This is an optimization exercise on Yosys and OpenROAD, whose aim is small area and a short achievable clock period, not a production implementation. At most, simulation tests tie the RTL to the original design; equivalence was not proved.

==> flow/design.v (excerpt) <==
module adc_display(
    input         clk,
    input         ready,
    input  [15:0] data,
    output [15:0] LED,
    output [3:0]  dig0,
    output [3:0]  dig1,
    output [3:0]  dig2,
    output [3:0]  dig3,
    output [3:0]  dig4,
    output [3:0]  dig5,
    output [3:0]  dig6
);
==> module frac_digits_hi, before the edit <==
module frac_digits_hi(input [11:0] c, output full, output [3:0] d5, d4, d3, output [8:0] x3);
    wire [10:0] x1;
    wire [9:0]  x2;
    wire [3:0]  e5, e4, e3;
    wire [8:0]  y3;
    times_five #(12) s1(.x(c),  .d(e5), .xn(x1));
    times_five #(11) s2(.x(x1), .d(e4), .xn(x2));
    times_five #(10) s3(.x(x2), .d(e3), .xn(y3));
    assign full = &c[11:2] & (c[1] | c[0]);
    wire keep = ~full;
    assign d5 = {e5[3] & keep, e5[2:1], e5[0] & keep};
    assign d4 = {e4[3] & keep, e4[2:1], e4[0] & keep};
    assign d3 = {e3[3] & keep, e3[2:1], e3[0] & keep};
    assign x3 = {y3[8:7] & {2{keep}}, y3[6:4], y3[3:0] & {4{keep}}};
endmodule
==> module frac_digits_lo, before the edit <==
module frac_digits_lo(input [8:0] x3, output [3:0] d2, d1, d0);
    wire [7:0] x4;
    wire [6:0] x5;
    wire [5:0] x6;
    times_five #(9) s4(.x(x3), .d(d2), .xn(x4));
    times_five #(8) s5(.x(x4), .d(d1), .xn(x5));
    times_five #(7) s6(.x(x5), .d(d0), .xn(x6));
endmodule
==> module adc_display, before the edit <==
module adc_display(
    input         clk,
    input         ready,
    input  [15:0] data,
    output [15:0] LED,
    output [3:0]  dig0,
    output [3:0]  dig1,
    output [3:0]  dig2,
    output [3:0]  dig3,
    output [3:0]  dig4,
    output [3:0]  dig5,
    output [3:0]  dig6
);
    wire       full;
    wire [3:0] d5, d4, d3;
    wire [8:0] x3;
    frac_digits_hi conv_hi(.c(data[15:4]), .full(full), .d5(d5), .d4(d4), .d3(d3), .x3(x3));
    reg        full_q;
    reg [3:0]  d5_q, d4_q, d3_q;
    reg [8:0]  x3_q;
    reg [3:0]  level;
    always @(posedge clk) begin
        full_q <= full;
        d5_q   <= d5;
        d4_q   <= d4;
        d3_q   <= d3;
        x3_q   <= x3;
        if (ready) level <= data[15:12];
    end
    genvar i;
    generate
        for (i = 0; i < 16; i = i + 1) begin : bar
            assign LED[i] = (level >= i);
        end
    endgenerate
    frac_digits_lo conv_lo(.x3(x3_q), .d2(dig2), .d1(dig1), .d0(dig0));
    assign dig3 = d3_q;
    assign dig4 = d4_q;
    assign dig5 = d5_q;
    assign dig6 = {3'b000, full_q};
endmodule
clock: 25.0 ns
lec_check: 0
abc_area: 1
cap_margin: 20
core_margin: 2
core_utilization: 40
slew_margin: 20
synth_hierarchical: 1
standard.sh (not shown) runs the stock make flow with config.mk's settings and CLKGATE_MAP_FILE= SYNTH_SCRIPT=/design/flow/synth_recipe.tcl, a recipe that flattens the netlist after the stock synthesis.
==> flow/flow/run.sh <==
#!/bin/bash
# The standard layout, with the port buffers made of the smallest plain buffer
# (buf_1) instead of the delay buffer that buffer_ports picks on its own.
set -euo pipefail
export BUFFER_PORTS_ARGS="-buffer_cell sky130_fd_sc_hd__buf_1"
bash standard.sh finish > standard.log 2>&1
The baseline produced a clean layout.
==> next run, changes <==
==> flow/design.v (replaced) <==
module times_five #(parameter M = 12) (input [M-1:0] x, output [3:0] d, output [M-2:0] xn);
    wire [M+2:0] t;
    wire [M:2]   cy;             
    assign t[1:0] = x[1:0];
    assign cy[2] = 1'b0;
    genvar j;
    generate
        for (j = 2; j < M; j = j + 1) begin : add
            assign t[j]    = x[j] ^ x[j-2] ^ cy[j];
            assign cy[j+1] = (x[j] & x[j-2]) | (x[j] & cy[j]) | (x[j-2] & cy[j]);
        end
    endgenerate
    wire cm1;
    assign t[M]   = x[M-2] ^ cy[M];
    assign cm1    = x[M-2] & cy[M];
    assign t[M+1] = x[M-1] ^ cm1;
    assign t[M+2] = x[M-1] & cm1;
    assign d  = t[M+2:M-1];
    assign xn = t[M-2:0];
endmodule
module frac_digits_hi(input [11:0] c, output full, output [3:0] d5, d4, output [9:0] x2);
    wire [10:0] x1;
    wire [9:0]  y2;
    wire [3:0]  e5, e4;
    times_five #(12) s1(.x(c),  .d(e5), .xn(x1));
    times_five #(11) s2(.x(x1), .d(e4), .xn(y2));
    assign full = &c[11:2] & (c[1] | c[0]);
    wire keep = ~full;
    assign d5 = {e5[3] & keep, e5[2:1], e5[0] & keep};
    assign d4 = {e4[3] & keep, e4[2:1], e4[0] & keep};
    assign x2 = y2 & {10{keep}};
endmodule
module frac_digits_lo(input [9:0] x2, output [3:0] d3, d2, d1, d0);
    wire [8:0] x3;
    wire [7:0] x4;
    wire [6:0] x5;
    wire [5:0] x6;
    times_five #(10) s3(.x(x2), .d(d3), .xn(x3));
    times_five #(9)  s4(.x(x3), .d(d2), .xn(x4));
    times_five #(8)  s5(.x(x4), .d(d1), .xn(x5));
    times_five #(7)  s6(.x(x5), .d(d0), .xn(x6));
endmodule
module adc_display(
    input         clk,
    input         ready,
    input  [15:0] data,
    output [15:0] LED,
    output [3:0]  dig0,
    output [3:0]  dig1,
    output [3:0]  dig2,
    output [3:0]  dig3,
    output [3:0]  dig4,
    output [3:0]  dig5,
    output [3:0]  dig6
);
    wire       full;
    wire [3:0] d5, d4;
    wire [9:0] x2;
    frac_digits_hi conv_hi(.c(data[15:4]), .full(full), .d5(d5), .d4(d4), .x2(x2));
    reg        full_q;
    reg [3:0]  d5_q, d4_q;
    reg [9:0]  x2_q;
    reg [3:0]  level;
    always @(posedge clk) begin
        full_q <= full;
        d5_q   <= d5;
        d4_q   <= d4;
        x2_q   <= x2;
        if (ready) level <= data[15:12];
    end
    genvar i;
    generate
        for (i = 0; i < 16; i = i + 1) begin : bar
            assign LED[i] = (level >= i);
        end
    endgenerate
    frac_digits_lo conv_lo(.x2(x2_q), .d3(dig3), .d2(dig2), .d1(dig1), .d0(dig0));
    assign dig4 = d4_q;
    assign dig5 = d5_q;
    assign dig6 = {3'b000, full_q};
endmodule
Global-route usage rises by 0.15 points.
Worst setup slack degrades by 80 ps.
Count of clock-buffer cells in the layout does not change.
Core utilization falls by 1.2 points.
Cell area falls by 3.9%.
Worst hold slack degrades by 5.0 ps.
Via count rises by 2.5%.
Sequential cell count falls by 3.
Wire length falls by 2.2%.
First-iteration DRC count rises by 88%.
Cell count falls by 4.4%.
Die area falls by 2.2%.
Synthesized area falls by 2.3%.
Only the layout flow was run in the first run of this note; the RTL was not checked for function there.

## what the ideal ports hide
No port has a modelled driver above. Below, the same layouts with a new extraction and two added sets of constraints.
Step 1 sets driving cells, clkbuf_16 on the clock port and buf_2 on the other inputs (assumed; they add their load-dependent delay and slew).
Step 2 also shifts input and output timing later by t, the mid clock arrival at the registers, as if the neighbouring blocks saw the same clock.
Three values: ideal ports, drivers, drivers and shift; two values: the first two.
run | t (ns) | setup WS [ns] | worst hold slack (ns) | slew at the worst register clock pin (ns) | worst slew at a driven data input, ns
the first run | 0.287 | 15.458 / 15.462 / 15.175 | 5.045 / 5.041 / 5.329 | 0.09 / 0.09 | 0.04
the second run | 0.277 | 15.378 / 15.356 / 15.405 | 5.040 / 5.036 / 5.313 | 0.08 / 0.08 | 0.03
After both steps setup and hold are still met in every run listed. For the first run, which loses most, drivers alone change the setup slack by +0.004 ns; drivers and shift together by -0.283 ns.
